From an optimization exercise on the open Yosys and OpenROAD flow, aimed at small area and a short achievable clock period; shortcuts taken in it are not production practice.
The RTL was checked by simulation tests, not by an equivalence proof against the original design.
The flow treats the clock pin as an ideal source, which a real chip does not have.
No activity file was given, so power comes from the tool's default toggle rates.

`design/flow/standard.sh`:
```
#!/bin/bash
# synth_recipe.tcl (not shown) runs the flow's synth.tcl, then flattens the netlist and writes it again
# the make line also repeats each setting of config.mk as NAME=value (left out here)
make -C /OpenROAD-flow-scripts/flow DESIGN_CONFIG=/design/flow/config.mk WORK_HOME=/design/flow/orfs CLKGATE_MAP_FILE= SYNTH_SCRIPT=/design/flow/synth_recipe.tcl "${@:-finish}"
```
`design/flow/constraint.sdc`:
```
create_clock -name core_clock -period 7.0 [get_ports {clk}]
set_input_delay 1.4000 -clock core_clock [delete_from_list [all_inputs] [get_ports {clk}]]
set_output_delay 1.4000 -clock core_clock [all_outputs]
set_load 0.01 [all_outputs]
```
`design/flow/flow/run.sh`:
```
#!/bin/bash
# Standard ORFS layout (the standard.sh, unchanged synthesis), except:
# - the input and output ports are buffered with a plain buf_1 instead of the
#   delay-type buffer that buffer_ports picks by default;
# - clock tree synthesis inserts no dummy load cells.
set -euo pipefail
bash standard.sh \
  "BUFFER_PORTS_ARGS=-buffer_cell sky130_fd_sc_hd__buf_1" \
  "CTS_ARGS=-sink_clustering_enable -repair_clock_nets -sink_clustering_size 16 -sink_clustering_max_diameter 60 -buf_list sky130_fd_sc_hd__clkbuf_8 -dont_use_dummy_load" \
  finish > orfs_make.log 2>&1
```
`design/flow/design.v`:
```
module fa (input a, input b, input c, output s, output co);
    assign s  = a ^ b ^ c;
    assign co = (a & b) | (a & c) | (b & c);
endmodule
module xn2 (input a, input b, output y);
    assign y = ~(a ^ b);
endmodule
module or2 (input a, input b, output y);
    assign y = a | b;
endmodule
module fa1 (input a, input b, output s, output co);
    xn2 u_s (.a(a), .b(b), .y(s));
    or2 u_c (.a(a), .b(b), .y(co));
endmodule
module ha (input a, input b, output s, output co);
    assign s  = a ^ b;
    assign co = a & b;
endmodule
module ks18 (input [17:0] a, input [17:0] b, output [17:0] s);
    localparam W = 18;
    localparam L = 5;
    wire [W-1:0] g [0:L];
    wire [W-1:0] p [0:L];
    assign g[0] = a & b;
    assign p[0] = a ^ b;
    genvar l, i;
    generate for (l = 0; l < L; l = l + 1) begin : g_l
        for (i = 0; i < W; i = i + 1) begin : g_i
            if (i >= (1 << l)) begin : g_m
                assign g[l+1][i] = g[l][i] | (p[l][i] & g[l][i-(1<<l)]);
                assign p[l+1][i] = p[l][i] & p[l][i-(1<<l)];
            end else begin : g_k
                assign g[l+1][i] = g[l][i];
                assign p[l+1][i] = p[l][i];
            end
        end
    end endgenerate
    assign s = p[0] ^ {g[L][W-2:0], 1'b0};
endmodule
module DSP (a,b,c,d,clk,rst_n,p);
    parameter OPERATION = "ADD" ;
    input [17:0] a,b,d;
    input [47:0] c;
    input clk,rst_n;
    output reg [47:0] p;
    wire [19:0] ax = {2'b00, a};
        reg [8:0] bo, bt, bn;
    reg bz;
    reg [17:0] s1;
    wire [17:0] s0;
    ks18 u_pre (.a(b), .b(d), .s(s0));
    reg [115:0] x;
    reg [47:0] r0;
    reg [47:8] r1;
    reg rc;
    wire [47:0] cd = {c[47:36] - 12'd1, c[35:0]};
    wire [115:0] xn;
    wire [8:0] nn = ~bn;
    wire [18:0] sx = {1'b0, s1};
    wire [18:0] sy = {s1, 1'b0};
    wire [17:0] pz = {18{bz}} & s1;
    wire [18:0] pp0 = (({19{bo[0]}} & sx) | ({19{bt[0]}} & sy)) ^ {19{bn[0]}};
    wire [18:0] pp1 = (({19{bo[1]}} & sx) | ({19{bt[1]}} & sy)) ^ {19{bn[1]}};
    wire [18:0] pp2 = (({19{bo[2]}} & sx) | ({19{bt[2]}} & sy)) ^ {19{bn[2]}};
    wire [18:0] pp3 = (({19{bo[3]}} & sx) | ({19{bt[3]}} & sy)) ^ {19{bn[3]}};
    wire [18:0] pp4 = (({19{bo[4]}} & sx) | ({19{bt[4]}} & sy)) ^ {19{bn[4]}};
    wire [18:0] pp5 = (({19{bo[5]}} & sx) | ({19{bt[5]}} & sy)) ^ {19{bn[5]}};
    wire [18:0] pp6 = (({19{bo[6]}} & sx) | ({19{bt[6]}} & sy)) ^ {19{bn[6]}};
    wire [18:0] pp7 = (({19{bo[7]}} & sx) | ({19{bt[7]}} & sy)) ^ {19{bn[7]}};
    wire [18:0] pp8 = (({19{bo[8]}} & sx) | ({19{bt[8]}} & sy)) ^ {19{bn[8]}};
    wire fs1, fk1;
    wire fs2, fk2;
    wire fs3, fk3;
    wire fs4, fk4;
    wire fs5, fk5;
    wire fs6, fk6;
    wire fs7, fk7;
    wire fs8, fk8;
    wire fs9, fk9;
    wire fs10, fk10;
    wire fs11, fk11;
    wire fs12, fk12;
    wire fs13, fk13;
    wire fs14, fk14;
    wire fs15, fk15;
    wire fs16, fk16;
    wire fs17, fk17;
    wire fs18, fk18;
    wire fs19, fk19;
    wire fs20, fk20;
    wire fs21, fk21;
    wire fs22, fk22;
    wire fs23, fk23;
    wire fs24, fk24;
    wire fs25, fk25;
    wire fs26, fk26;
    wire fs27, fk27;
    wire fs28, fk28;
    wire fs29, fk29;
    wire fs30, fk30;
    wire gs1, gk1;
    wire fs31, fk31;
    wire fs32, fk32;
    wire gs2, gk2;
    wire fs33, fk33;
    wire fs34, fk34;
    wire fs35, fk35;
    wire fs36, fk36;
    wire fs37, fk37;
    wire gs3, gk3;
    wire fs38, fk38;
    wire fs39, fk39;
    wire fs40, fk40;
    wire fs41, fk41;
    wire gs4, gk4;
    wire fs42, fk42;
    wire fs43, fk43;
    wire fs44, fk44;
    wire gs5, gk5;
    wire fs45, fk45;
    wire fs46, fk46;
    wire fs47, fk47;
    wire gs6, gk6;
    wire fs48, fk48;
    wire fs49, fk49;
    wire gs7, gk7;
    wire fs50, fk50;
    wire gs8, gk8;
    wire fs51, fk51;
    wire gs9, gk9;
    wire fs52, fk52;
    wire fs53, fk53;
    wire fs54, fk54;
    wire fs55, fk55;
    wire fs56, fk56;
    wire fs57, fk57;
    wire fs58, fk58;
    wire fs59, fk59;
    wire fs60, fk60;
    wire fs61, fk61;
    wire fs62, fk62;
    wire fs63, fk63;
    wire fs64, fk64;
    wire fs65, fk65;
    wire fs66, fk66;
    wire fs67, fk67;
    wire fs68, fk68;
    wire fs69, fk69;
    wire fs70, fk70;
    wire fs71, fk71;
    wire fs72, fk72;
    wire fs73, fk73;
    wire fs74, fk74;
    wire fs75, fk75;
    wire fs76, fk76;
    wire fs77, fk77;
    wire fs78, fk78;
    wire fs79, fk79;
    wire fs80, fk80;
    wire fs81, fk81;
    wire fs82, fk82;
    wire fs83, fk83;
    wire fs84, fk84;
    wire fs85, fk85;
    wire fs86, fk86;
    wire fs87, fk87;
    wire fs88, fk88;
    wire fs89, fk89;
    wire fs90, fk90;
    wire fs91, fk91;
    wire hs1, hk1;
    wire hs2, hk2;
    wire hs3, hk3;
    wire hs4, hk4;
    wire hs5, hk5;
    wire fs92, fk92;
    wire fs93, fk93;
    wire hs6, hk6;
    wire fs94, fk94;
    wire hs7, hk7;
    wire fs95, fk95;
    wire hs8, hk8;
    wire fs96, fk96;
    wire hs9, hk9;
    wire fs97, fk97;
    wire hs10, hk10;
    wire hs11, hk11;
    wire hs12, hk12;
    wire hs13, hk13;
    wire hs14, hk14;
    wire fs98, fk98;
    wire fs99, fk99;
    wire fs100, fk100;
    wire fs101, fk101;
    wire fs102, fk102;
    wire fs103, fk103;
    wire fs104, fk104;
    wire fs105, fk105;
    wire fs106, fk106;
    wire fs107, fk107;
    wire fs108, fk108;
    wire fs109, fk109;
    wire fs110, fk110;
    wire fs111, fk111;
    wire fs112, fk112;
    wire hs15, hk15;
    wire fs113, fk113;
    wire hs16, hk16;
    wire hs17, hk17;
    wire hs18, hk18;
    wire hs19, hk19;
    wire hs20, hk20;
    wire hs21, hk21;
    wire fs114, fk114;
    wire fs115, fk115;
    wire fs116, fk116;
    wire fs117, fk117;
    wire fs118, fk118;
    wire fs119, fk119;
    wire fs120, fk120;
    wire fs121, fk121;
    wire fs122, fk122;
    wire fs123, fk123;
    wire fs124, fk124;
    wire fs125, fk125;
    wire fs126, fk126;
    wire fs127, fk127;
    wire fs128, fk128;
    wire fs129, fk129;
    wire fs130, fk130;
    wire fs131, fk131;
    wire fs132, fk132;
    wire fs133, fk133;
    wire fs134, fk134;
    wire fs135, fk135;
    wire fs136, fk136;
    wire hs22, hk22;
    wire fs137, fk137;
    wire hs23, hk23;
    wire fs138, fk138;
    wire hs24, hk24;
    wire hs25, hk25;
    wire hs26, hk26;
    wire fs139, fk139;
    wire fs140, fk140;
    wire fs141, fk141;
    wire fs142, fk142;
    wire fs143, fk143;
    wire fs144, fk144;
    wire fs145, fk145;
    wire fs146, fk146;
    wire fs147, fk147;
    wire fs148, fk148;
    wire fs149, fk149;
    wire fs150, fk150;
    wire fs151, fk151;
    wire fs152, fk152;
    wire fs153, fk153;
    wire fs154, fk154;
    wire fs155, fk155;
    wire fs156, fk156;
    wire fs157, fk157;
    wire fs158, fk158;
    wire fs159, fk159;
    wire fs160, fk160;
    wire fs161, fk161;
    wire fs162, fk162;
    wire fs163, fk163;
    wire fs164, fk164;
    wire fs165, fk165;
    wire fs166, fk166;
    wire fs167, fk167;
    wire fs168, fk168;
    wire fs169, fk169;
    wire fs170, fk170;
    wire hs27, hk27;
    fa u1 (.a(pp0[2]), .b(pp1[0]), .c(bn[1]), .s(fs1), .co(fk1));
    fa u2 (.a(pp0[4]), .b(pp1[2]), .c(pp2[0]), .s(fs2), .co(fk2));
    fa u3 (.a(pp0[5]), .b(pp1[3]), .c(pp2[1]), .s(fs3), .co(fk3));
    fa u4 (.a(pp0[6]), .b(pp1[4]), .c(pp2[2]), .s(fs4), .co(fk4));
    fa u5 (.a(pp0[7]), .b(pp1[5]), .c(pp2[3]), .s(fs5), .co(fk5));
    fa u6 (.a(pp0[8]), .b(pp1[6]), .c(pp2[4]), .s(fs6), .co(fk6));
    fa u7 (.a(pp3[2]), .b(pp4[0]), .c(bn[4]), .s(fs7), .co(fk7));
    fa u8 (.a(pp0[9]), .b(pp1[7]), .c(pp2[5]), .s(fs8), .co(fk8));
    fa u9 (.a(pp0[10]), .b(pp1[8]), .c(pp2[6]), .s(fs9), .co(fk9));
    fa u10 (.a(pp3[4]), .b(pp4[2]), .c(pp5[0]), .s(fs10), .co(fk10));
    fa u11 (.a(pp0[11]), .b(pp1[9]), .c(pp2[7]), .s(fs11), .co(fk11));
    fa u12 (.a(pp3[5]), .b(pp4[3]), .c(pp5[1]), .s(fs12), .co(fk12));
    fa u13 (.a(pp0[12]), .b(pp1[10]), .c(pp2[8]), .s(fs13), .co(fk13));
    fa u14 (.a(pp3[6]), .b(pp4[4]), .c(pp5[2]), .s(fs14), .co(fk14));
    fa u15 (.a(pp0[13]), .b(pp1[11]), .c(pp2[9]), .s(fs15), .co(fk15));
    fa u16 (.a(pp3[7]), .b(pp4[5]), .c(pp5[3]), .s(fs16), .co(fk16));
    fa u17 (.a(pp0[14]), .b(pp1[12]), .c(pp2[10]), .s(fs17), .co(fk17));
    fa u18 (.a(pp3[8]), .b(pp4[6]), .c(pp5[4]), .s(fs18), .co(fk18));
    fa u19 (.a(pp6[2]), .b(pp7[0]), .c(bn[7]), .s(fs19), .co(fk19));
    fa u20 (.a(pp0[15]), .b(pp1[13]), .c(pp2[11]), .s(fs20), .co(fk20));
    fa u21 (.a(pp3[9]), .b(pp4[7]), .c(pp5[5]), .s(fs21), .co(fk21));
    fa u22 (.a(pp0[16]), .b(pp1[14]), .c(pp2[12]), .s(fs22), .co(fk22));
    fa u23 (.a(pp3[10]), .b(pp4[8]), .c(pp5[6]), .s(fs23), .co(fk23));
    fa u24 (.a(pp6[4]), .b(pp7[2]), .c(pp8[0]), .s(fs24), .co(fk24));
    fa u25 (.a(pp0[17]), .b(pp1[15]), .c(pp2[13]), .s(fs25), .co(fk25));
    fa u26 (.a(pp3[11]), .b(pp4[9]), .c(pp5[7]), .s(fs26), .co(fk26));
    fa u27 (.a(pp6[5]), .b(pp7[3]), .c(pp8[1]), .s(fs27), .co(fk27));
    fa u28 (.a(pp0[18]), .b(pp1[16]), .c(pp2[14]), .s(fs28), .co(fk28));
    fa u29 (.a(pp3[12]), .b(pp4[10]), .c(pp5[8]), .s(fs29), .co(fk29));
    fa u30 (.a(pp6[6]), .b(pp7[4]), .c(pp8[2]), .s(fs30), .co(fk30));
    fa1 v1 (.a(nn[0]), .b(pp1[17]), .s(gs1), .co(gk1));
    fa u31 (.a(pp2[15]), .b(pp3[13]), .c(pp4[11]), .s(fs31), .co(fk31));
    fa u32 (.a(pp5[9]), .b(pp6[7]), .c(pp7[5]), .s(fs32), .co(fk32));
    fa1 v2 (.a(pp1[18]), .b(pp2[16]), .s(gs2), .co(gk2));
    fa u33 (.a(pp3[14]), .b(pp4[12]), .c(pp5[10]), .s(fs33), .co(fk33));
    fa u34 (.a(pp6[8]), .b(pp7[6]), .c(pp8[4]), .s(fs34), .co(fk34));
    fa u35 (.a(nn[1]), .b(pp2[17]), .c(pp3[15]), .s(fs35), .co(fk35));
    fa u36 (.a(pp4[13]), .b(pp5[11]), .c(pp6[9]), .s(fs36), .co(fk36));
    fa u37 (.a(pp7[7]), .b(pp8[5]), .c(pz[3]), .s(fs37), .co(fk37));
    fa1 v3 (.a(pp2[18]), .b(pp3[16]), .s(gs3), .co(gk3));
    fa u38 (.a(pp4[14]), .b(pp5[12]), .c(pp6[10]), .s(fs38), .co(fk38));
    fa u39 (.a(pp7[8]), .b(pp8[6]), .c(pz[4]), .s(fs39), .co(fk39));
    fa u40 (.a(nn[2]), .b(pp3[17]), .c(pp4[15]), .s(fs40), .co(fk40));
    fa u41 (.a(pp5[13]), .b(pp6[11]), .c(pp7[9]), .s(fs41), .co(fk41));
    fa1 v4 (.a(pp3[18]), .b(pp4[16]), .s(gs4), .co(gk4));
    fa u42 (.a(pp5[14]), .b(pp6[12]), .c(pp7[10]), .s(fs42), .co(fk42));
    fa u43 (.a(nn[3]), .b(pp4[17]), .c(pp5[15]), .s(fs43), .co(fk43));
    fa u44 (.a(pp6[13]), .b(pp7[11]), .c(pp8[9]), .s(fs44), .co(fk44));
    fa1 v5 (.a(pp4[18]), .b(pp5[16]), .s(gs5), .co(gk5));
    fa u45 (.a(pp6[14]), .b(pp7[12]), .c(pp8[10]), .s(fs45), .co(fk45));
    fa u46 (.a(nn[4]), .b(pp5[17]), .c(pp6[15]), .s(fs46), .co(fk46));
    fa u47 (.a(pp7[13]), .b(pp8[11]), .c(pz[9]), .s(fs47), .co(fk47));
    fa1 v6 (.a(pp5[18]), .b(pp6[16]), .s(gs6), .co(gk6));
    fa u48 (.a(pp7[14]), .b(pp8[12]), .c(pz[10]), .s(fs48), .co(fk48));
    fa u49 (.a(nn[5]), .b(pp6[17]), .c(pp7[15]), .s(fs49), .co(fk49));
    fa1 v7 (.a(pp6[18]), .b(pp7[16]), .s(gs7), .co(gk7));
    fa u50 (.a(nn[6]), .b(pp7[17]), .c(pp8[15]), .s(fs50), .co(fk50));
    fa1 v8 (.a(pp7[18]), .b(pp8[16]), .s(gs8), .co(gk8));
    fa u51 (.a(nn[7]), .b(pp8[17]), .c(pz[15]), .s(fs51), .co(fk51));
    fa1 v9 (.a(pp8[18]), .b(pz[16]), .s(gs9), .co(gk9));
    fa u52 (.a(fk1), .b(pp0[3]), .c(pp1[1]), .s(fs52), .co(fk52));
    fa u53 (.a(fk3), .b(fs4), .c(pp3[0]), .s(fs53), .co(fk53));
    fa u54 (.a(fk4), .b(fs5), .c(pp3[1]), .s(fs54), .co(fk54));
    fa u55 (.a(fk5), .b(fs6), .c(fs7), .s(fs55), .co(fk55));
    fa u56 (.a(fk6), .b(fk7), .c(fs8), .s(fs56), .co(fk56));
    fa u57 (.a(fk8), .b(fs9), .c(fs10), .s(fs57), .co(fk57));
    fa u58 (.a(fk9), .b(fk10), .c(fs11), .s(fs58), .co(fk58));
    fa u59 (.a(fk11), .b(fk12), .c(fs13), .s(fs59), .co(fk59));
    fa u60 (.a(fs14), .b(pp6[0]), .c(bn[6]), .s(fs60), .co(fk60));
    fa u61 (.a(fk13), .b(fk14), .c(fs15), .s(fs61), .co(fk61));
    fa u62 (.a(fk15), .b(fk16), .c(fs17), .s(fs62), .co(fk62));
    fa u63 (.a(fk17), .b(fk18), .c(fk19), .s(fs63), .co(fk63));
    fa u64 (.a(fs20), .b(fs21), .c(pp6[3]), .s(fs64), .co(fk64));
    fa u65 (.a(fk20), .b(fk21), .c(fs22), .s(fs65), .co(fk65));
    fa u66 (.a(fs23), .b(fs24), .c(bn[8]), .s(fs66), .co(fk66));
    fa u67 (.a(fk22), .b(fk23), .c(fk24), .s(fs67), .co(fk67));
    fa u68 (.a(fs25), .b(fs26), .c(fs27), .s(fs68), .co(fk68));
    fa u69 (.a(fk25), .b(fk26), .c(fk27), .s(fs69), .co(fk69));
    fa u70 (.a(fs28), .b(fs29), .c(fs30), .s(fs70), .co(fk70));
    fa u71 (.a(fk28), .b(fk29), .c(fk30), .s(fs71), .co(fk71));
    fa u72 (.a(gs1), .b(fs31), .c(fs32), .s(fs72), .co(fk72));
    fa u73 (.a(gk1), .b(fk31), .c(fk32), .s(fs73), .co(fk73));
    fa u74 (.a(gs2), .b(fs33), .c(fs34), .s(fs74), .co(fk74));
    fa u75 (.a(gk2), .b(fk33), .c(fk34), .s(fs75), .co(fk75));
    fa u76 (.a(fs35), .b(fs36), .c(fs37), .s(fs76), .co(fk76));
    fa u77 (.a(fk35), .b(fk36), .c(fk37), .s(fs77), .co(fk77));
    fa u78 (.a(gs3), .b(fs38), .c(fs39), .s(fs78), .co(fk78));
    fa u79 (.a(gk3), .b(fk38), .c(fk39), .s(fs79), .co(fk79));
    fa u80 (.a(fs40), .b(fs41), .c(pp8[7]), .s(fs80), .co(fk80));
    fa u81 (.a(fk40), .b(fk41), .c(gs4), .s(fs81), .co(fk81));
    fa u82 (.a(fs42), .b(pp8[8]), .c(pz[6]), .s(fs82), .co(fk82));
    fa u83 (.a(gk4), .b(fk42), .c(fs43), .s(fs83), .co(fk83));
    fa u84 (.a(fk43), .b(fk44), .c(gs5), .s(fs84), .co(fk84));
    fa u85 (.a(gk5), .b(fk45), .c(fs46), .s(fs85), .co(fk85));
    fa u86 (.a(fk46), .b(fk47), .c(gs6), .s(fs86), .co(fk86));
    fa u87 (.a(gk6), .b(fk48), .c(fs49), .s(fs87), .co(fk87));
    fa u88 (.a(fk49), .b(gs7), .c(pp8[14]), .s(fs88), .co(fk88));
    fa u89 (.a(gk7), .b(fs50), .c(pz[13]), .s(fs89), .co(fk89));
    fa u90 (.a(fk50), .b(gs8), .c(pz[14]), .s(fs90), .co(fk90));
    fa u91 (.a(gk9), .b(nn[8]), .c(pz[17]), .s(fs91), .co(fk91));
    ha h1 (.a(x[29]), .b(x[30]), .s(hs1), .co(hk1));
    ha h2 (.a(x[34]), .b(x[35]), .s(hs2), .co(hk2));
    ha h3 (.a(x[38]), .b(x[39]), .s(hs3), .co(hk3));
    ha h4 (.a(x[42]), .b(x[43]), .s(hs4), .co(hk4));
    ha h5 (.a(x[46]), .b(x[47]), .s(hs5), .co(hk5));
    fa u92 (.a(x[50]), .b(x[51]), .c(x[52]), .s(fs92), .co(fk92));
    fa u93 (.a(x[55]), .b(x[56]), .c(x[57]), .s(fs93), .co(fk93));
    ha h6 (.a(x[58]), .b(x[59]), .s(hs6), .co(hk6));
    fa u94 (.a(x[61]), .b(x[62]), .c(x[63]), .s(fs94), .co(fk94));
    ha h7 (.a(x[64]), .b(x[65]), .s(hs7), .co(hk7));
    fa u95 (.a(x[66]), .b(x[67]), .c(x[68]), .s(fs95), .co(fk95));
    ha h8 (.a(x[70]), .b(x[71]), .s(hs8), .co(hk8));
    fa u96 (.a(x[74]), .b(x[75]), .c(x[76]), .s(fs96), .co(fk96));
    ha h9 (.a(x[79]), .b(x[80]), .s(hs9), .co(hk9));
    fa u97 (.a(x[83]), .b(x[84]), .c(x[85]), .s(fs97), .co(fk97));
    ha h10 (.a(x[88]), .b(x[89]), .s(hs10), .co(hk10));
    ha h11 (.a(x[16]), .b(x[17]), .s(hs11), .co(hk11));
    ha h12 (.a(x[20]), .b(x[21]), .s(hs12), .co(hk12));
    ha h13 (.a(x[23]), .b(x[24]), .s(hs13), .co(hk13));
    ha h14 (.a(x[26]), .b(x[27]), .s(hs14), .co(hk14));
    fa u98 (.a(x[31]), .b(x[32]), .c(x[33]), .s(fs98), .co(fk98));
    fa u99 (.a(x[36]), .b(x[37]), .c(hk1), .s(fs99), .co(fk99));
    fa u100 (.a(x[40]), .b(x[41]), .c(hk2), .s(fs100), .co(fk100));
    fa u101 (.a(x[44]), .b(x[45]), .c(hk3), .s(fs101), .co(fk101));
    fa u102 (.a(x[48]), .b(x[49]), .c(hk4), .s(fs102), .co(fk102));
    fa u103 (.a(x[53]), .b(x[54]), .c(hk5), .s(fs103), .co(fk103));
    fa u104 (.a(x[60]), .b(fk92), .c(fs93), .s(fs104), .co(fk104));
    fa u105 (.a(fk93), .b(hk6), .c(fs94), .s(fs105), .co(fk105));
    fa u106 (.a(x[69]), .b(fk94), .c(hk7), .s(fs106), .co(fk106));
    fa u107 (.a(x[72]), .b(x[73]), .c(fk95), .s(fs107), .co(fk107));
    fa u108 (.a(x[77]), .b(x[78]), .c(hk8), .s(fs108), .co(fk108));
    fa u109 (.a(x[81]), .b(x[82]), .c(fk96), .s(fs109), .co(fk109));
    fa u110 (.a(x[86]), .b(x[87]), .c(hk9), .s(fs110), .co(fk110));
    fa u111 (.a(x[90]), .b(x[91]), .c(fk97), .s(fs111), .co(fk111));
    fa u112 (.a(x[92]), .b(x[93]), .c(x[94]), .s(fs112), .co(fk112));
    ha h15 (.a(x[95]), .b(x[96]), .s(hs15), .co(hk15));
    fa u113 (.a(x[98]), .b(x[99]), .c(x[100]), .s(fs113), .co(fk113));
    ha h16 (.a(x[102]), .b(x[103]), .s(hs16), .co(hk16));
    ha h17 (.a(x[5]), .b(x[6]), .s(hs17), .co(hk17));
    ha h18 (.a(x[8]), .b(x[9]), .s(hs18), .co(hk18));
    ha h19 (.a(x[10]), .b(x[11]), .s(hs19), .co(hk19));
    ha h20 (.a(x[12]), .b(x[13]), .s(hs20), .co(hk20));
    ha h21 (.a(x[14]), .b(x[15]), .s(hs21), .co(hk21));
    fa u114 (.a(x[18]), .b(x[19]), .c(hs11), .s(fs114), .co(fk114));
    fa u115 (.a(x[22]), .b(hk11), .c(hs12), .s(fs115), .co(fk115));
    fa u116 (.a(x[25]), .b(hk12), .c(hs13), .s(fs116), .co(fk116));
    fa u117 (.a(x[28]), .b(hk13), .c(hs14), .s(fs117), .co(fk117));
    fa u118 (.a(hs1), .b(hk14), .c(fs98), .s(fs118), .co(fk118));
    fa u119 (.a(hs2), .b(fk98), .c(fs99), .s(fs119), .co(fk119));
    fa u120 (.a(hs3), .b(fk99), .c(fs100), .s(fs120), .co(fk120));
    fa u121 (.a(hs4), .b(fk100), .c(fs101), .s(fs121), .co(fk121));
    fa u122 (.a(hs5), .b(fk101), .c(fs102), .s(fs122), .co(fk122));
    fa u123 (.a(fs92), .b(fk102), .c(fs103), .s(fs123), .co(fk123));
    fa u124 (.a(hs6), .b(fk103), .c(fs104), .s(fs124), .co(fk124));
    fa u125 (.a(hs7), .b(fk104), .c(fs105), .s(fs125), .co(fk125));
    fa u126 (.a(fs95), .b(fk105), .c(fs106), .s(fs126), .co(fk126));
    fa u127 (.a(hs8), .b(fk106), .c(fs107), .s(fs127), .co(fk127));
    fa u128 (.a(fs96), .b(fk107), .c(fs108), .s(fs128), .co(fk128));
    fa u129 (.a(hs9), .b(fk108), .c(fs109), .s(fs129), .co(fk129));
    fa u130 (.a(fs97), .b(fk109), .c(fs110), .s(fs130), .co(fk130));
    fa u131 (.a(hs10), .b(fk110), .c(fs111), .s(fs131), .co(fk131));
    fa u132 (.a(hk10), .b(fk111), .c(fs112), .s(fs132), .co(fk132));
    fa u133 (.a(x[97]), .b(fk112), .c(hs15), .s(fs133), .co(fk133));
    fa u134 (.a(x[101]), .b(hk15), .c(fs113), .s(fs134), .co(fk134));
    fa u135 (.a(x[104]), .b(fk113), .c(hs16), .s(fs135), .co(fk135));
    fa u136 (.a(x[105]), .b(x[106]), .c(hk16), .s(fs136), .co(fk136));
    ha h22 (.a(x[107]), .b(x[108]), .s(hs22), .co(hk22));
    fa u137 (.a(x[109]), .b(x[110]), .c(x[111]), .s(fs137), .co(fk137));
    ha h23 (.a(x[112]), .b(x[113]), .s(hs23), .co(hk23));
    fa u138 (.a(x[0]), .b(x[1]), .c(cd[0]), .s(fs138), .co(fk138));
    ha h24 (.a(x[2]), .b(cd[1]), .s(hs24), .co(hk24));
    ha h25 (.a(x[3]), .b(cd[2]), .s(hs25), .co(hk25));
    ha h26 (.a(x[4]), .b(cd[3]), .s(hs26), .co(hk26));
    fa u139 (.a(x[7]), .b(hs17), .c(cd[4]), .s(fs139), .co(fk139));
    fa u140 (.a(hk17), .b(hs18), .c(cd[5]), .s(fs140), .co(fk140));
    fa u141 (.a(hk18), .b(hs19), .c(cd[6]), .s(fs141), .co(fk141));
    fa u142 (.a(hk19), .b(hs20), .c(cd[7]), .s(fs142), .co(fk142));
    fa u143 (.a(hk20), .b(hs21), .c(cd[8]), .s(fs143), .co(fk143));
    fa u144 (.a(hk21), .b(fs114), .c(cd[9]), .s(fs144), .co(fk144));
    fa u145 (.a(fk114), .b(fs115), .c(cd[10]), .s(fs145), .co(fk145));
    fa u146 (.a(fk115), .b(fs116), .c(cd[11]), .s(fs146), .co(fk146));
    fa u147 (.a(fk116), .b(fs117), .c(cd[12]), .s(fs147), .co(fk147));
    fa u148 (.a(fk117), .b(fs118), .c(cd[13]), .s(fs148), .co(fk148));
    fa u149 (.a(fk118), .b(fs119), .c(cd[14]), .s(fs149), .co(fk149));
    fa u150 (.a(fk119), .b(fs120), .c(cd[15]), .s(fs150), .co(fk150));
    fa u151 (.a(fk120), .b(fs121), .c(cd[16]), .s(fs151), .co(fk151));
    fa u152 (.a(fk121), .b(fs122), .c(cd[17]), .s(fs152), .co(fk152));
    fa u153 (.a(fk122), .b(fs123), .c(cd[18]), .s(fs153), .co(fk153));
    fa u154 (.a(fk123), .b(fs124), .c(cd[19]), .s(fs154), .co(fk154));
    fa u155 (.a(fk124), .b(fs125), .c(cd[20]), .s(fs155), .co(fk155));
    fa u156 (.a(fk125), .b(fs126), .c(cd[21]), .s(fs156), .co(fk156));
    fa u157 (.a(fk126), .b(fs127), .c(cd[22]), .s(fs157), .co(fk157));
    fa u158 (.a(fk127), .b(fs128), .c(cd[23]), .s(fs158), .co(fk158));
    fa u159 (.a(fk128), .b(fs129), .c(cd[24]), .s(fs159), .co(fk159));
    fa u160 (.a(fk129), .b(fs130), .c(cd[25]), .s(fs160), .co(fk160));
    fa u161 (.a(fk130), .b(fs131), .c(cd[26]), .s(fs161), .co(fk161));
    fa u162 (.a(fk131), .b(fs132), .c(cd[27]), .s(fs162), .co(fk162));
    fa u163 (.a(fk132), .b(fs133), .c(cd[28]), .s(fs163), .co(fk163));
    fa u164 (.a(fk133), .b(fs134), .c(cd[29]), .s(fs164), .co(fk164));
    fa u165 (.a(fk134), .b(fs135), .c(cd[30]), .s(fs165), .co(fk165));
    fa u166 (.a(fk135), .b(fs136), .c(cd[31]), .s(fs166), .co(fk166));
    fa u167 (.a(fk136), .b(hs22), .c(cd[32]), .s(fs167), .co(fk167));
    fa u168 (.a(hk22), .b(fs137), .c(cd[33]), .s(fs168), .co(fk168));
    fa u169 (.a(fk137), .b(hs23), .c(cd[34]), .s(fs169), .co(fk169));
    fa u170 (.a(x[114]), .b(hk23), .c(cd[35]), .s(fs170), .co(fk170));
    ha h27 (.a(x[115]), .b(cd[36]), .s(hs27), .co(hk27));
    assign xn[0] = pp0[0];
    assign xn[1] = bn[0];
    assign xn[2] = pp0[1];
    assign xn[3] = fs1;
    assign xn[4] = fs52;
    assign xn[5] = fk52;
    assign xn[6] = fs2;
    assign xn[7] = bn[2];
    assign xn[8] = fk2;
    assign xn[9] = fs3;
    assign xn[10] = fs53;
    assign xn[11] = bn[3];
    assign xn[12] = fk53;
    assign xn[13] = fs54;
    assign xn[14] = fk54;
    assign xn[15] = fs55;
    assign xn[16] = fk55;
    assign xn[17] = fs56;
    assign xn[18] = pp3[3];
    assign xn[19] = pp4[1];
    assign xn[20] = fk56;
    assign xn[21] = fs57;
    assign xn[22] = bn[5];
    assign xn[23] = fk57;
    assign xn[24] = fs58;
    assign xn[25] = fs12;
    assign xn[26] = fk58;
    assign xn[27] = fs59;
    assign xn[28] = fs60;
    assign xn[29] = fk59;
    assign xn[30] = fk60;
    assign xn[31] = fs61;
    assign xn[32] = fs16;
    assign xn[33] = pp6[1];
    assign xn[34] = fk61;
    assign xn[35] = fs62;
    assign xn[36] = fs18;
    assign xn[37] = fs19;
    assign xn[38] = fk62;
    assign xn[39] = fs63;
    assign xn[40] = fs64;
    assign xn[41] = pp7[1];
    assign xn[42] = fk63;
    assign xn[43] = fk64;
    assign xn[44] = fs65;
    assign xn[45] = fs66;
    assign xn[46] = fk65;
    assign xn[47] = fk66;
    assign xn[48] = fs67;
    assign xn[49] = fs68;
    assign xn[50] = fk67;
    assign xn[51] = fk68;
    assign xn[52] = fs69;
    assign xn[53] = fs70;
    assign xn[54] = pz[0];
    assign xn[55] = fk69;
    assign xn[56] = fk70;
    assign xn[57] = fs71;
    assign xn[58] = fs72;
    assign xn[59] = pp8[3];
    assign xn[60] = pz[1];
    assign xn[61] = fk71;
    assign xn[62] = fk72;
    assign xn[63] = fs73;
    assign xn[64] = fs74;
    assign xn[65] = pz[2];
    assign xn[66] = fk73;
    assign xn[67] = fk74;
    assign xn[68] = fs75;
    assign xn[69] = fs76;
    assign xn[70] = fk75;
    assign xn[71] = fk76;
    assign xn[72] = fs77;
    assign xn[73] = fs78;
    assign xn[74] = fk77;
    assign xn[75] = fk78;
    assign xn[76] = fs79;
    assign xn[77] = fs80;
    assign xn[78] = pz[5];
    assign xn[79] = fk79;
    assign xn[80] = fk80;
    assign xn[81] = fs81;
    assign xn[82] = fs82;
    assign xn[83] = fk81;
    assign xn[84] = fk82;
    assign xn[85] = fs83;
    assign xn[86] = fs44;
    assign xn[87] = pz[7];
    assign xn[88] = fk83;
    assign xn[89] = fs84;
    assign xn[90] = fs45;
    assign xn[91] = pz[8];
    assign xn[92] = fk84;
    assign xn[93] = fs85;
    assign xn[94] = fs47;
    assign xn[95] = fk85;
    assign xn[96] = fs86;
    assign xn[97] = fs48;
    assign xn[98] = fk86;
    assign xn[99] = fs87;
    assign xn[100] = pp8[13];
    assign xn[101] = pz[11];
    assign xn[102] = fk87;
    assign xn[103] = fs88;
    assign xn[104] = pz[12];
    assign xn[105] = fk88;
    assign xn[106] = fs89;
    assign xn[107] = fk89;
    assign xn[108] = fs90;
    assign xn[109] = fk90;
    assign xn[110] = gk8;
    assign xn[111] = fs51;
    assign xn[112] = fk51;
    assign xn[113] = gs9;
    assign xn[114] = fs91;
    assign xn[115] = fk91;
    wire [47:0] r0n = {cd[47], cd[46], cd[45], cd[44], cd[43], cd[42], cd[41], cd[40], cd[39], cd[38], hk27, fk170, fk169, fk168, fk167, fk166, fk165, fk164, fk163, fk162, fk161, fk160, fk159, fk158, fk157, fk156, fk155, fk154, fk153, fk152, fk151, fk150, fk149, fk148, fk147, fk146, fk145, fk144, fk143, fk142, fk141, fk140, fk139, hk26, hk25, hk24, fk138, fs138};
    wire [47:0] r1n = {1'b0, 1'b0, 1'b0, 1'b0, 1'b0, 1'b0, 1'b0, 1'b0, 1'b0, 1'b0, cd[37], hs27, fs170, fs169, fs168, fs167, fs166, fs165, fs164, fs163, fs162, fs161, fs160, fs159, fs158, fs157, fs156, fs155, fs154, fs153, fs152, fs151, fs150, fs149, fs148, fs147, fs146, fs145, fs144, fs143, fs142, fs141, fs140, fs139, hs26, hs25, hs24, 1'b0};
    always @(posedge clk) s1 <= s0;
    wire [8:0] lo = r0n[7:0] + r1n[7:0];
    wire [40:0] hi = {r0[47:8], 1'b1} + {r1[47:8], rc};
    always @(posedge clk or negedge rst_n) begin
        if (!rst_n) begin
            bo <= 0; bt <= 0; bn <= 0; bz <= 0;
            x <= 116'b01101001010010001001001000100010001000100010001000011000000000000000000000000000000000000000000000000000000000000000; r0 <= 0; r1 <= 0; rc <= 0; p <= 0;
        end else begin
            bo[0] <= ax[0] ^ 1'b0;
            bt[0] <= (ax[1] & ~ax[0] & ~1'b0) | (~ax[1] & ax[0] & 1'b0);
            bn[0] <= ax[1];
            bo[1] <= ax[2] ^ ax[1];
            bt[1] <= (ax[3] & ~ax[2] & ~ax[1]) | (~ax[3] & ax[2] & ax[1]);
            bn[1] <= ax[3];
            bo[2] <= ax[4] ^ ax[3];
            bt[2] <= (ax[5] & ~ax[4] & ~ax[3]) | (~ax[5] & ax[4] & ax[3]);
            bn[2] <= ax[5];
            bo[3] <= ax[6] ^ ax[5];
            bt[3] <= (ax[7] & ~ax[6] & ~ax[5]) | (~ax[7] & ax[6] & ax[5]);
            bn[3] <= ax[7];
            bo[4] <= ax[8] ^ ax[7];
            bt[4] <= (ax[9] & ~ax[8] & ~ax[7]) | (~ax[9] & ax[8] & ax[7]);
            bn[4] <= ax[9];
            bo[5] <= ax[10] ^ ax[9];
            bt[5] <= (ax[11] & ~ax[10] & ~ax[9]) | (~ax[11] & ax[10] & ax[9]);
            bn[5] <= ax[11];
            bo[6] <= ax[12] ^ ax[11];
            bt[6] <= (ax[13] & ~ax[12] & ~ax[11]) | (~ax[13] & ax[12] & ax[11]);
            bn[6] <= ax[13];
            bo[7] <= ax[14] ^ ax[13];
            bt[7] <= (ax[15] & ~ax[14] & ~ax[13]) | (~ax[15] & ax[14] & ax[13]);
            bn[7] <= ax[15];
            bo[8] <= ax[16] ^ ax[15];
            bt[8] <= (ax[17] & ~ax[16] & ~ax[15]) | (~ax[17] & ax[16] & ax[15]);
            bn[8] <= ax[17];
            bz <= a[17];
            x  <= xn;
            r0 <= {r0n[47:8], lo[7:0]};
            r1 <= r1n[47:8];
            rc <= lo[8];
            p  <= {hi[40:1], r0[7:0]};
        end
    end
endmodule
```
`design/flow/config.mk`:
```
export PLATFORM = sky130hd
export DESIGN_NAME = DSP
export DESIGN_NICKNAME = DSP
export VERILOG_FILES = /design/flow/design.v
export SDC_FILE = /design/flow/constraint.sdc
export NUM_CORES = 4
export LEC_CHECK = 0
export CAP_MARGIN = 20
export CORE_MARGIN = 2
export CORE_UTILIZATION = 67
export CTS_BUF_LIST = sky130_fd_sc_hd__clkbuf_8
export CTS_CLUSTER_DIAMETER = 60
export CTS_CLUSTER_SIZE = 16
export SETUP_SLACK_MARGIN = 4.5
export SLEW_MARGIN = 20
export SYNTH_HIERARCHICAL = 1
export SYNTH_MINIMUM_KEEP_SIZE = 0
```
==> results of run 1 <==
logic make-up (layout without fill, tap and decap cells):
| logic type | after synthesis | in the layout | share of synthesized area (%) |
|---|---|---|---|
| adders and majority gates | 255 | 255 | 25.1 |
| DFF | 288 | 288 | 39.9 |
| AOI/OAI and AO/OA | 344 | 344 | 13.5 |
| xor gates and xnor gates | 250 | 250 | 12.3 |
| buffers and inverters | 143 | 223 | 3.05 |
| and+or+nand+nor | 205 | 205 | 5.96 |
| muxes | 3 | 3 | 0.168 |
metal layers:
metal	up-vias	wire length [um]
met5	-	0
met4	0	866
met3	63	3380
met2	502	18700
met1	5978	16600
li1	5258	-
per-module statistics from Yosys, one instance, submodules excluded, a selection:
module,flip-flops and latches,cells
fa,0,1
or2,0,1
ha,0,1
DSP,288,1156
ks18,0,117
xn2,0,1
cells in the mapped netlist (5+ instances only):
library cell  number  area, um^2
a22oi_1          154        1160
nand2_1           55         206
dfxtp_1           18         360
a211oi_1           6        45.0
o31ai_1            7        52.6
nor4_1             5        31.3
o21bai_1          12        90.1
or2_1              9        56.3
or3_1              5        31.3
inv_1             32         120
nand3b_1          11        82.6
dfrtp_1          253        6330
o211ai_1          12        90.1
clkbuf_1          72         270
xor2_1            36         315
buf_1             34         128
and2_1            20         125
o22ai_1            5        31.3
nand3_1           15        75.1
fa_1             173        3460
nor3_1            12        60.1
nor2_1            31         116
o21a_1             5        37.5
a31oi_1            7        43.8
a21o_1            18         135
a21oi_1           54         270
dfstp_2           17         447
o21ai_0           35         175
xnor2_1          214        1870
nand2b_1           9        56.3
ha_1              82        1030
o21ai_1            7        35.0
nand4_1           16         100
state kept, by name, indices dropped and copies added (netlist names):
name	flops
x	116
r0	48
rc	1
r1	30
s1	18
bt	9
bn	9
bo	9
p	48
per-stage QoR:
step                      hold WS [ns]  cells  worst slack (ns)  power, mW
final                            0.356   1903              4.50       9.41
after global routing             0.363   1903              4.43       10.3
after CTS                        0.358   1898              4.47       9.38
after detailed placement         0.336   1871              3.85       8.53
after global placement           0.332   1871              3.92       8.23
after floorplan                  0.331   1488              4.12       6.85
final timing paths:
| kind | endpoint | slack, ns | cells past startpoint |
|---|---|---|---|
| worst max register to register | x[13]$_DFF_PN0_ | 4.51 | 4 |
| worst min register to register | p[5]$_DFF_PN0_ | 0.36 | 0 |
| worst max-delay path | r0[7]$_DFF_PN0_ | 4.50 | 11 |
| max in group asynchronous | bo[8]$_DFF_PN0_ | 4.81 | 2 |
| worst min-delay path | p[5]$_DFF_PN0_ | 0.36 | 0 |
| min in group asynchronous | r0[8]$_DFF_PN0_ | 0.90 | 1 |
timing repair:
item,CTS,global route
setup endpoints to repair,42,142
pin swaps,4,7
resized for setup,4,64
buffers inserted,4,5
layout make-up:
cell class	instances	area, um^2	share of cell area (%)
clock buffer	23	317	1.64
inverter	32	120	0.623
multi-input combinational	1057	10500	54.5
sequential	288	7170	37.2
tap	335	419	2.17
timing repair buffer	168	751	3.90
worst register-to-register path, cell delays in order (launching register included):
cell and delay (ns):
dfxtp_1 0.89, a22oi_1 0.24, xnor2_1 0.24, fa_1 0.47, fa_1 0.56
power by group:
group / total (mW) / leakage [nW] / internal [mW] / switching, mW
Clock: 0.785 / 0.165 / 0.294 / 0.491
Combinational: 5.66 / 4.25 / 2.55 / 3.10
Sequential: 2.97 / 3.29 / 2.49 / 0.479
Total: 9.41 / 7.71 / 5.33 / 4.07
==> impl_metrics.ini, run 1 <==
[floorplanning]
fp.dieArea_mm2 = 0.0280
io_pins = 152
die_h_um = 167
rows = 59
start_util_pct = 68.4
core_area_mm2 = 0.0261
die_x_um = 167

[global_route]
first_global_vias = 12175
top_usage_layer = met2
grtUsageMet1_pct = 41.9
gr-usage-all-layers_pct = 29.1
grt_overflow = 0
grt_max_degree = 161
globalRouteMet3Util_pct = 6.10
met2_usage_pct = 45.9
antenna_found_initial = 1
grt_pass1_wl_mm = 64.4

[finish]
final_common_cell = dfrtp_1
nFillCells = 1800
drive_gt1_share_pct = 10.8
nets = 1929
mostFrequentLayoutCells = dfrtp_1 (242), xnor2_1 (214), fa_1 (169)
fin_area_mm2 = 0.0193
utilization_pct = 73.7
synthToLayoutAreaGrowth_pct = 7.85
diodes = 0

[hold_path]
holdCritStartpoint = r0[5]$_DFF_PN0_
min-delay-path-class = register to register

[route]
totalWireLength_mm = 39.5
wl_per_cell_um = 20.8
firstDrtPassIters = 17
drt_iter0_markers = 1251
viasPerCell = 6.20
postRouteAntennaNets = 0
drc = 0
dr_total_vias = 11801

[worst_setup_path]
arrival_ns = 3.01
crit_required_ns = 7.51
worstSetupPathType = input pin to register
critPathTopFamily = adder cells
path_cells = buf_1 -> ha_4 -> ha_4 -> inv_2 -> fa_2 -> inv_2 -> a21oi_2 -> o21bai_1 -> a21o_1 -> a21oi_2 -> xnor2_1
cp-start-kind = input pin
startpoint = c[1]
rr_startpoint = s1[3]$_DFF_P_
critPathMaxStageDelay_ns = 0.38
slowest_stage = fa_2
crit_buf_inv = 3
crit_path_end_kind = register
cp_max_fo = 2

[timing]
fin_skew_ns = 0.0617
drv_slew = 0
fin_setup_tns_ns = 0
worst_slew_pin_slew_ns = 0.889
hold_viol = 0
finalCritPeriodShare_pct = 35.7
setup_viol_count_final = 0
finalCriticalPeriod_ns = 2.50
slew_headroom_pct = 40.7
fmax_mhz = 400
rsz0062_at_grt = true

[run]
maxCapViolCount = 0

[outcome]
status = no timing/DRC/antenna violations

[synthesis]
synthCells = 1488
synth-main-ff-cell = dfrtp_1
synth_edf_count = 0
synth-seq-cells = 288
yosys_warnings = 8
ys_async_sr_fraction_pct = 93.8
syn-num-nets = 1847
syn_area_mm2 = 0.0179
yosysSeqAreaShare_pct = 39.9
synth.distinct_cells = 60
syn_avg_cell_area_um2 = 12.0

[clock_tree]
clock-sinks = 288
cts_buffer_depth = 3
cts_tree = built
holdBufCountCts = 0
htreeDepth = 1
root_buffer = clkbuf_8
clkTransAtPathRegs_ns = 0.09
insertion_delay_ns = 0.58
cts_buffers = 23

[placed_design]
place_hpwl_mm = 28.6
gp_congestion = 0.887
dpl-instance-area_mm2 = 0.0188
portBuffers = 151

[pwr]
power.leakage_nw = 7.71
powerDensity_mw_per_mm2 = 488
peakVddDrop_mv = 0.217
==> inputs of run 2 (changes only) <==
--- a/design/flow/config.mk
+++ b/design/flow/config.mk
@@ -7,11 +7,11 @@
 export LEC_CHECK = 0
 export CAP_MARGIN = 20
 export CORE_MARGIN = 2
-export CORE_UTILIZATION = 67
+export CORE_UTILIZATION = 60
 export CTS_BUF_LIST = sky130_fd_sc_hd__clkbuf_8
 export CTS_CLUSTER_DIAMETER = 60
 export CTS_CLUSTER_SIZE = 16
-export SETUP_SLACK_MARGIN = 4.5
+export SETUP_SLACK_MARGIN = 4.55
 export SLEW_MARGIN = 20
 export SYNTH_HIERARCHICAL = 1
 export SYNTH_MINIMUM_KEEP_SIZE = 0
==> impl_metrics.ini, run 2 <==
[outcome]
status = no timing/DRC/antenna violations

[synthesis]
syn_avg_cell_area_um2 = 12.0
synth-seq-cells = 288
synth_top_area_share_pct = 35.4
ys_top_cells_by_count = dfrtp_1 (253), xnor2_1 (214), fa_1 (173)
ys_async_sr_fraction_pct = 93.8
synth.distinct_cells = 60
synth_top_family_by_area = adder cells
synth_most_common_cell = dfrtp_1
synth-simple-area-share_pct = 5.96
synth_xor_area_share_pct = 12.3
yosysSeqAreaShare_pct = 39.9
yosysTopAreaCell = dfrtp_1
synth_fa_ha_area_share_pct = 25.1
synth_edf_count = 0
synth_compound_area_share_pct = 13.5
syn-num-nets = 1847
synth.area.top_cells = dfrtp_1 (35%), fa_1 (19%), xnor2_1 (10%), a22oi_1 (6.5%), ha_1 (5.7%)
synthCells = 1488
yosys_warnings = 8
syn_area_mm2 = 0.0179
muxShareOfSynthArea_pct = 0.168
synth-main-ff-cell = dfrtp_1

[clock_tree]
cts_tree = built
root_buffer = clkbuf_8
insertion_delay_ns = 0.58
htreeDepth = 1
clock-sinks = 288
cts_buffers = 25
holdBufCountCts = 0
clkTransAtPathRegs_ns = 0.10
cts_buffer_depth = 3

[worst_setup_path]
ff2ff_path_depth = 4
reg2reg_slack_ns = 4.48
rr_startpoint = x[63]$_DFF_PN1_
cp-start-kind = input pin
startpoint = c[0]
rr_endpoint = r1[12]$_DFF_PN0_
cp_max_fo = 2
worstSetupPathType = input pin to register
endpoint = r0[7]$_DFF_PN0_
crit_path_end_kind = register
crit_required_ns = 7.51
arrival_ns = 3.04

[global_route]
grtUsageMet1_pct = 40.6
grt_max_degree = 69
first_global_vias = 12215
grt_pass1_wl_mm = 66.6
antenna_found_initial = 0
met2_usage_pct = 41.4
grt_overflow = 0
top_usage_layer = met2
globalRouteMet3Util_pct = 4.95
gr-usage-all-layers_pct = 27.2

[floorplanning]
core_area_mm2 = 0.0295
die_h_um = 177
io_pins = 152
fp.dieArea_mm2 = 0.0312
rows = 63
start_util_pct = 60.6
die_x_um = 177

[finish]
largest_register_ffs = 116
drive_gt1_share_pct = 13.5
largestRegisters = x x116, p x48, r0 x48
synthToLayoutAreaGrowth_pct = 9.07
mostFrequentLayoutCells = dfrtp_1 (233), xnor2_1 (214), fa_1 (166)
largest_register = x
nets = 1935
nFillCells = 2287
fin_area_mm2 = 0.0195
final_common_cell = dfrtp_1
diodes = 0

[route]
firstDrtPassIters = 5
wl_per_cell_um = 20.8
viasPerCell = 5.98
drc = 0
totalWireLength_mm = 40.9
postRouteAntennaNets = 0
drt_iter0_markers = 891
dr_total_vias = 11747

[timing]
drv_slew = 0
fin_skew_ns = 0.0641
hold_viol = 0
whs_ns = 0.357
slew_headroom_pct = 46.4
finalCritPeriodShare_pct = 36.1
fmax_mhz = 396
worst_slew_pin_slew_ns = 0.805
setup_viol_count_final = 0
rsz0062_at_grt = true
fin_setup_tns_ns = 0
finalCriticalPeriod_ns = 2.53

[placed_design]
gp_congestion = 0.852
dpl-instance-area_mm2 = 0.0189
portBuffers = 151
place_hpwl_mm = 28.8

[pwr]
power.leakage_nw = 7.77
totalPowerFinal_mw = 9.43
powerDensity_mw_per_mm2 = 484
peakVddDrop_mv = 0.237

[hold_path]
min-delay-path-class = register to register

[run]
maxCapViolCount = 0
[run 2: worst min-delay path by stage]
stage / from / to / slack [ns] / cells after the start
2_1_floorplan: r0[0]$_DFF_PN0_ / p[0]$_DFF_PN0_ / 0.33 / 0
3_3_place_gp: r0[4]$_DFF_PN0_ / p[4]$_DFF_PN0_ / 0.33 / 0
3_5_place_dp: r0[3]$_DFF_PN0_ / p[3]$_DFF_PN0_ / 0.33 / 0
4_1_cts: r0[3]$_DFF_PN0_ / p[3]$_DFF_PN0_ / 0.36 / 0
5_1_grt: r0[3]$_DFF_PN0_ / p[3]$_DFF_PN0_ / 0.37 / 0
6_report: r0[3]$_DFF_PN0_ / p[3]$_DFF_PN0_ / 0.36 / 0
[run 2: area by class of cell]
type                            count  area (um^2)  share of cell area [%]
Tap cell                          390          488                    2.50
Sequential cell                   288         7190                    36.9
Inverter                           32          120                   0.616
Timing Repair Buffer              172          800                    4.10
Clock buffer                       25          344                    1.77
Multi-Input combinational cell   1057        10600                    54.1
[run 2: what timing repair did]
item	in CTS	in global routing
pin swaps	7	8
buffers inserted	5	5
setup endpoints to repair	102	163
gates resized for setup	33	76
[run 2: kinds of logic after synthesis]
logic type	count (synthesis)
AOI/OAI and AO/OA	344
xor gates and xnor gates	250
adders and majority gates	255
buffers and inverters	143
DFF	288
muxes	3
and+or+nand+nor	205
[run 2: power by group]
part | leakage [nW] | internal (mW) | total [mW] | switching [mW]
combinational | 4.31 | 2.56 | 5.63 | 3.07
clock | 0.180 | 0.317 | 0.825 | 0.508
sequential | 3.28 | 2.49 | 2.98 | 0.492
total | 7.77 | 5.36 | 9.43 | 4.07
[run 2: worst max-delay path: stages]
cell and delay [ns]:
buf_1 0.09, fa_2 0.38, ha_4 0.18, inv_2 0.05
fa_2 0.21, inv_1 0.05, a21oi_2 0.15, o21bai_2 0.10
a21o_1 0.17, a21oi_2 0.12, xnor2_1 0.12
[run 2: per-module statistics from Yosys (local to each module, per instance), a selection]
| module | cells inside | copies in the design | flops+latches |
|---|---|---|---|
| xn2 | 1 | 9 | 0 |
| ha | 1 | 27 | 0 |
| fa | 1 | 170 | 0 |
| DSP | 1156 | 1 | 288 |
| or2 | 1 | 9 | 0 |
| ks18 | 117 | 1 | 0 |
[run 2: layer usage]
metal / routed length [um] / share of wire (%) / up-vias
met5: 0 / 0 / -
met4: 991 / 2.4 / 0
li1: - / - / 5268
met2: 18400 / 45 / 474
met1: 18500 / 45 / 5917
met3: 3070 / 7.5 / 88
[run 2: stage by stage]
stage	cells	setup slack, ns	util [%]
2_1_floorplan	1488	4.12	-
3_3_place_gp	1928	3.90	63.9
3_5_place_dp	1929	3.85	64.0
4_1_cts	1959	4.48	65.5
5_1_grt	1964	4.42	66.1
6_report	1964	4.47	66.1
==> inputs of run 3 (changes only) <==
--- a/design/flow/flow/run.sh
+++ b/design/flow/flow/run.sh
@@ -6,5 +6,5 @@
 set -euo pipefail
 bash standard.sh \
   "BUFFER_PORTS_ARGS=-buffer_cell sky130_fd_sc_hd__buf_1" \
-  "CTS_ARGS=-sink_clustering_enable -repair_clock_nets -sink_clustering_size 16 -sink_clustering_max_diameter 60 -buf_list sky130_fd_sc_hd__clkbuf_8 -dont_use_dummy_load" \
+  "CTS_ARGS=-sink_clustering_enable -repair_clock_nets -sink_clustering_size 30 -sink_clustering_max_diameter 80 -buf_list sky130_fd_sc_hd__clkbuf_16 -dont_use_dummy_load" \
   finish > orfs_make.log 2>&1
==> design/flow/config.mk (replaced) <==
export PLATFORM = sky130hd
export DESIGN_NAME = DSP
export DESIGN_NICKNAME = DSP
export VERILOG_FILES = /design/flow/design.v
export SDC_FILE = /design/flow/constraint.sdc
export NUM_CORES = 4
export LEC_CHECK = 0
export CAP_MARGIN = 20
export CORE_MARGIN = 2
export CORE_UTILIZATION = 60
export CTS_BUF_LIST = sky130_fd_sc_hd__clkbuf_16
export CTS_CLUSTER_DIAMETER = 80
export CTS_CLUSTER_SIZE = 30
export SETUP_SLACK_MARGIN = 4.5
export SLEW_MARGIN = 20
export SYNTH_HIERARCHICAL = 1
export SYNTH_MINIMUM_KEEP_SIZE = 0
==> impl_metrics.ini, run 3 <==
[synthesis]
synth.area.top_cells = dfrtp_1 (35%), fa_1 (19%), xnor2_1 (10%), a22oi_1 (6.5%), ha_1 (5.7%)
syn-num-nets = 1847
ys_top_cells_by_count = dfrtp_1 (253), xnor2_1 (214), fa_1 (173)
syn_area_mm2 = 0.0179
synthCells = 1488
yosysTopAreaCell = dfrtp_1
synth-seq-cells = 288
synth_edf_count = 0
yosysSeqAreaShare_pct = 39.9
synth-main-ff-cell = dfrtp_1
synth.distinct_cells = 60
synth_top_area_share_pct = 35.4
yosys_warnings = 8
ys_async_sr_fraction_pct = 93.8
syn_avg_cell_area_um2 = 12.0
synth_most_common_cell = dfrtp_1

[placed_design]
post-place-ws_ns = 3.84
gp_congestion = 0.852
place_hpwl_mm = 28.8
portBuffers = 151
dpl-instance-area_mm2 = 0.0189

[global_route]
antenna_found_initial = 1
grt_overflow = 0
grt_pass1_wl_mm = 66.0
first_global_vias = 12224
grt_max_degree = 69
gr-usage-all-layers_pct = 27.1

[finish]
final_common_cell = dfrtp_1
largestRegisters = x x116, p x48, r0 x48
utilization_pct = 66.0
mostFrequentLayoutCells = dfrtp_1 (235), xnor2_1 (214), fa_1 (168)
fin_area_mm2 = 0.0195
synthToLayoutAreaGrowth_pct = 8.85
nets = 1927
largest_register_ffs = 116
drive_gt1_share_pct = 9.83
largest_register = x
diodes = 0

[timing]
drv_slew = 0
fmax_mhz = 390
fin_skew_ns = 0.0553
hold_viol = 0
setup_ws_ns = 4.44
rsz0062_at_grt = true
finalCritPeriodShare_pct = 36.6
slew_headroom_pct = 41.5
fin_setup_tns_ns = 0
worst_slew_pin_slew_ns = 0.877
finalCriticalPeriod_ns = 2.56
setup_viol_count_final = 0

[floorplanning]
start_util_pct = 60.6
io_pins = 152
rows = 63
die_h_um = 177
fp.dieArea_mm2 = 0.0312
core_area_mm2 = 0.0295
die_x_um = 177

[pwr]
powerDensity_mw_per_mm2 = 485
power.leakage_nw = 7.68
peakVddDrop_mv = 0.232

[route]
drc = 0
firstDrtPassIters = 5
drt_iter0_markers = 888
wl_per_cell_um = 20.7
viasPerCell = 6.01
totalWireLength_mm = 40.5
postRouteAntennaNets = 0
dr_total_vias = 11763

[worst_setup_path]
critPathMaxStageDelay_ns = 0.38
cp_max_fo = 2
crit_path_end_kind = register
path_cells = buf_1 -> fa_2 -> ha_4 -> inv_2 -> fa_2 -> inv_1 -> a21oi_2 -> o21bai_1 -> a21o_1 -> a21oi_2 -> xnor2_1
critPathTopFamily = adder cells
crit_buf_inv = 3
worstSetupPathType = input pin to register
slowest_stage = fa_2
cp-start-kind = input pin
crit_required_ns = 7.45
arrival_ns = 3.01

[clock_tree]
clock-sinks = 288
insertion_delay_ns = 0.51
cts_tree = built
cts_buffer_depth = 3
root_buffer = clkbuf_16
clkTransAtPathRegs_ns = 0.10
htreeDepth = 1
cts_buffers = 16
holdBufCountCts = 0

[outcome]
status = no timing/DRC/antenna violations

[hold_path]
min-delay-path-class = register to register

[run]
maxCapViolCount = 0
## run 3: cell types whose count changed in the layout (fill, tap and decap cells not counted), moves of 2 or more
cell | previous run | this run
ha_2 | 5 | 2
dfrtp_2 | 20 | 18
ha_1 | 62 | 65
buf_1 | 110 | 149
clkbuf_16 | 0 | 16
clkbuf_8 | 25 | 0
clkbuf_2 | 39 | 1
dfrtp_1 | 233 | 235
fa_1 | 166 | 168
fa_2 | 7 | 5
## run 3: timing repair
| action | CTS | global route |
|---|---|---|
| endpoints found under the setup margin | 27 | 156 |
| resized for setup | 13 | 41 |
| pin swaps | 12 | 5 |
| buffers inserted | 9 | 2 |
## run 3: per-stage QoR
step | instances | total power [mW] | hold WS [ns]
after floorplan | 1488 | 6.85 | 0.331
after global placement | 1928 | 8.30 | 0.332
after detailed placement | 1929 | 8.46 | 0.339
after CTS | 1954 | 9.47 | 0.363
after global routing | 1956 | 10.4 | 0.374
final | 1956 | 9.43 | 0.359
## run 3: cell families (layout without fill, tap and decap cells)
family                   after synthesis  count (layout)  synth area share, %
buffers and inverters                143             221                 3.05
AND/OR/NAND/NOR                      205             205                 5.96
AO/OA/AOI/OAI                        344             344                 13.5
flip-flops                           288             288                 39.9
adder cells (fa/ha/maj)              255             255                 25.1
XOR/XNOR                             250             250                 12.3
multiplexers                           3               3                0.168
## run 3: per-module statistics from Yosys (local to each module, per instance), a selection
| module | flip-flops and latches | copies in the design | cells inside |
|---|---|---|---|
| fa | 0 | 170 | 1 |
| ks18 | 0 | 1 | 117 |
| or2 | 0 | 9 | 1 |
| xn2 | 0 | 9 | 1 |
| DSP | 288 | 1 | 1156 |
| ha | 0 | 27 | 1 |
## run 3: worst paths after layout
path,start,slack [ns],depth (start not counted),to
max,c[0],4.44,11,r0[7]$_DFF_PN0_
min,r0[0]$_DFF_PN0_,0.36,0,p[0]$_DFF_PN0_
max reg2reg,x[63]$_DFF_PN1_,4.54,4,r1[12]$_DFF_PN0_
min reg2reg,r0[0]$_DFF_PN0_,0.36,0,p[0]$_DFF_PN0_
max in group asynchronous,rst_n,4.81,2,p[33]$_DFF_PN0_
min in group asynchronous,rst_n,1.01,1,p[2]$_DFF_PN0_
## run 3: routing by layer
layer | part of all wire, % | track usage [%] | wire [um]
met5 | 0.057 | 0 | 23
met4 | 2.5 | 7.64 | 1000
met3 | 7.7 | 5.30 | 3130
met2 | 45 | 40.9 | 18100
met1 | 45 | 40.4 | 18300
## run 3: cell type report
class,count,area [um^2]
Tap cell,390,488
Clock buffer,16,400
Timing Repair Buffer,173,752
Multi-Input combinational cell,1057,10500
Inverter,32,120
Sequential cell,288,7180
Fill cell,2342,10000
## run 3: where the power goes
| group | total (mW) | switching (mW) | internal (mW) |
|---|---|---|---|
| logic | 5.56 | 3.05 | 2.51 |
| clock network | 0.902 | 0.493 | 0.409 |
| registers | 2.98 | 0.488 | 2.49 |
==> inputs of run 4 (changes only) <==
==> design/flow/flow/run.sh (replaced) <==
#!/bin/bash
# Standard ORFS layout (the standard.sh, unchanged synthesis), except:
# - the input and output ports are buffered with a plain buf_1 instead of the
#   delay-type buffer that buffer_ports picks by default;
# - clock tree synthesis inserts no dummy load cells;
# - after clock tree synthesis, skew.tcl delays the clock of the internal
#   stage-2 registers by one buffer (useful skew between internal stages).
set -euo pipefail
VARS=("BUFFER_PORTS_ARGS=-buffer_cell sky130_fd_sc_hd__buf_1"
      "CTS_ARGS=-sink_clustering_enable -repair_clock_nets -sink_clustering_size 16 -sink_clustering_max_diameter 60 -buf_list sky130_fd_sc_hd__clkbuf_8 -dont_use_dummy_load")
bash standard.sh "${VARS[@]}" cts > orfs_make_cts.log 2>&1
SKEW_ODB=orfs/results/sky130hd/DSP/base/4_cts.odb SKEW_CELL=sky130_fd_sc_hd__clkbuf_16 \
  openroad -no_init -exit flow/skew.tcl > skew.log 2>&1
bash standard.sh "${VARS[@]}" finish > orfs_make.log 2>&1
==> design/flow/flow/skew.tcl (new file) <==
# Useful skew between internal pipeline stages: the stage-2 registers (r0, r1,
# rc) get their clock through one more buffer, which moves time from the
# stage-3 paths (r -> p) to the stage-2 paths (x -> r). Only internal
# register-to-register paths change: r registers neither take inputs from
# nor drive ports.
read_db $::env(SKEW_ODB)
set block [ord::get_db_block]
set master [[ord::get_db] findMaster $::env(SKEW_CELL)]
array set groups {}
foreach inst [$block getInsts] {
  set name [$inst getName]
  if {[regexp {^(r0|r1)\\?\[} $name] || [regexp {^rc\\?\$} $name]} {
    set it [$inst findITerm CLK]
    lappend groups([[$it getNet] getName]) $inst
  }
}
set n 0
foreach netname [lsort [array names groups]] {
  set net [$block findNet $netname]
  set insts $groups($netname)
  set sx 0; set sy 0
  foreach i $insts {
    set loc [$i getLocation]
    set sx [expr {$sx + [lindex $loc 0]}]
    set sy [expr {$sy + [lindex $loc 1]}]
  }
  set cx [expr {$sx / [llength $insts]}]
  set cy [expr {$sy / [llength $insts]}]
  set buf [odb::dbInst_create $block $master "skewbuf_$n"]
  set nn [odb::dbNet_create $block "skewnet_$n"]
  $nn setSigType CLOCK
  [$buf findITerm A] connect $net
  [$buf findITerm X] connect $nn
  foreach i $insts {
    set it [$i findITerm CLK]
    $it disconnect
    $it connect $nn
  }
  $buf setLocation $cx $cy
  $buf setPlacementStatus PLACED
  puts "skewbuf_$n: [llength $insts] registers from $netname"
  incr n
}
global_connect
detailed_placement
check_placement -verbose
write_db $::env(SKEW_ODB)
--- a/design/flow/config.mk
+++ b/design/flow/config.mk
@@ -8,9 +8,9 @@
 export CAP_MARGIN = 20
 export CORE_MARGIN = 2
 export CORE_UTILIZATION = 60
-export CTS_BUF_LIST = sky130_fd_sc_hd__clkbuf_16
-export CTS_CLUSTER_DIAMETER = 80
-export CTS_CLUSTER_SIZE = 30
+export CTS_BUF_LIST = sky130_fd_sc_hd__clkbuf_8
+export CTS_CLUSTER_DIAMETER = 60
+export CTS_CLUSTER_SIZE = 16
 export SETUP_SLACK_MARGIN = 4.5
 export SLEW_MARGIN = 20
 export SYNTH_HIERARCHICAL = 1
==> impl_metrics.ini, run 4 <==
[route]
viasPerCell = 6.01
totalWireLength_mm = 41.1
postRouteAntennaNets = 0
wl_per_cell_um = 20.8
drc = 0
firstDrtPassIters = 6
dr_total_vias = 11870
drt_iter0_markers = 937

[floorplanning]
core_area_mm2 = 0.0295
rows = 63
io_pins = 152
die_x_um = 177
start_util_pct = 60.6
die_h_um = 177

[timing]
fin_setup_tns_ns = 0
finalCritPeriodShare_pct = 36.1
fmax_mhz = 395
rsz0062_at_grt = true
whs_ns = 0.335
fin_skew_ns = 0.183
hold_viol = 0
setup_viol_count_final = 0

[worst_setup_path]
slowest_stage = or4_1
path_cells = fa_2 -> a21o_1 -> a221oi_4 -> o2111a_2 -> nor3_4 -> or4_1 -> nand3_2
worstSetupPathType = register to register
crit_buf_inv = 0
critPathMaxStageDelay_ns = 0.54
cp-start-kind = register
arrival_ns = 3.02
critPathTopFamily = compound AO/OA/AOI/OAI gates
cp_max_fo = 3
crit_path_end_kind = register

[finish]
largest_register_ffs = 116
stdcell_count = 1975
utilization_pct = 67.1
final_common_cell = dfrtp_1
diodes = 0

[pwr]
combPwrFrac_pct = 58.0
p_seq_share_pct = 30.3
swShare_pct = 42.4

[placed_design]
place_hpwl_mm = 28.8
portBuffers = 151
gp_congestion = 0.852

[clock_tree]
htreeDepth = 1
clkTransAtPathRegs_ns = 0.06
cts_buffers = 25
clock-sinks = 288
root_buffer = clkbuf_8

[synthesis]
synthCells = 1488
syn-num-nets = 1847
synth_compound_area_share_pct = 13.5
synth_edf_count = 0
synth_xor_area_share_pct = 12.3
synth.distinct_cells = 60
yosysSeqAreaShare_pct = 39.9
synth_top_area_share_pct = 35.4
synth-seq-cells = 288
muxShareOfSynthArea_pct = 0.168
syn_avg_cell_area_um2 = 12.0
synth.area.top_cells = dfrtp_1 (35%), fa_1 (19%), xnor2_1 (10%), a22oi_1 (6.5%), ha_1 (5.7%)
syn_area_mm2 = 0.0179
synth-simple-area-share_pct = 5.96
synth_most_common_cell = dfrtp_1

[global_route]
first_global_vias = 12281
antenna_found_initial = 0
gr-usage-all-layers_pct = 27.3
grt_overflow = 0
grt_pass1_wl_mm = 66.4
grt_max_degree = 69

[outcome]
status = no timing/DRC/antenna violations

[run]
maxCapViolCount = 0
## run 4: cell counts after synthesis
No cell type changed its count.
## run 4: cells by family (layout without fill, tap and decap cells)
family	after synthesis	count (layout)
AO/OA/AOI/OAI	344	344
AND/OR/NAND/NOR	205	205
buffers and inverters	143	240
XOR/XNOR	250	250
adder cells (fa/ha/maj)	255	255
multiplexers	3	3
flip-flops	288	288
## run 4: layout make-up
| cell class | count | area, um^2 |
|---|---|---|
| plain buffers | 11 | 275 |
| flip-flops and latches | 288 | 7190 |
| multi-input cells | 1057 | 10600 |
| well taps | 390 | 488 |
| repair buffers | 172 | 769 |
| inverters | 32 | 120 |
| clock buffers | 25 | 344 |
| fillers | 2294 | 9710 |
## run 4: per-module statistics from Yosys, one instance, submodules excluded, excerpt
module / cells / cell area (um^2) / flip-flops and latches
fa: 1 / 20.0 / 0
DSP: 1156 / 13100 / 288
ha: 1 / 12.5 / 0
ks18: 117 / 845 / 0
xn2: 1 / 8.76 / 0
or2: 1 / 6.26 / 0
## run 4: what timing repair did
item / CTS / global route
gates resized for setup: 21 / 69
buffers inserted: 3 / 7
pin swaps: 4 / 14
hold buffers: 0 / 0
endpoints found under the setup margin: 43 / 86
## run 4: worst reg2reg max path: cells and delay by family, from the launching register on
| family | cells | cell delay, ns |
|---|---|---|
| compound gates | 3 | 0.81 |
| fa+ha+maj | 1 | 0.40 |
| flops | 1 | 0.40 |
| simple gates | 3 | 0.70 |
## run 4: path summary, 6_finish.rpt
kind,from,end,slack [ns],depth (start not counted)
min in group asynchronous,rst_n,r0[2]$_DFF_PN0_,0.85,1
max in group asynchronous,rst_n,x[114]$_DFF_PN1_,4.80,2
max,r1[0]$_DFF_PN0_,p[33]$_DFF_PN0_,4.47,7
min reg2reg,x[115]$_DFF_PN0_,r0[37]$_DFF_PN0_,0.34,1
max reg2reg,r1[0]$_DFF_PN0_,p[33]$_DFF_PN0_,4.47,7
min,x[115]$_DFF_PN0_,r0[37]$_DFF_PN0_,0.34,1
## run 4: power groups by stage
stage | Combinational (mW) | Clock (mW) | Sequential [mW]
after global placement | 5.33 | 0 | 2.98
final | 5.71 | 1.15 | 2.99
after floorplan | 4.07 | 0 | 2.78
after CTS | 5.53 | 0.846 | 2.96
after detailed placement | 5.47 | 0 | 2.99
after global routing | 6.49 | 1.25 | 3.06
## run 4: through the flow
stage	power, mW	area [um^2]	setup slack (ns)
after detailed placement	8.46	18900	3.84
after global placement	8.30	18800	3.90
after CTS	9.34	19300	4.47
after global routing	10.8	19800	4.41
final	9.84	19800	4.47
after floorplan	6.85	18100	4.12
## run 4: layer usage
metal	up-vias	part of all wire [%]	GRT usage (%)
met4	0	2.4	7.75
met3	84	8.1	5.08
met5	-	0	0
li1	5283	-	-
met2	489	44	41.1
met1	6014	45	40.8
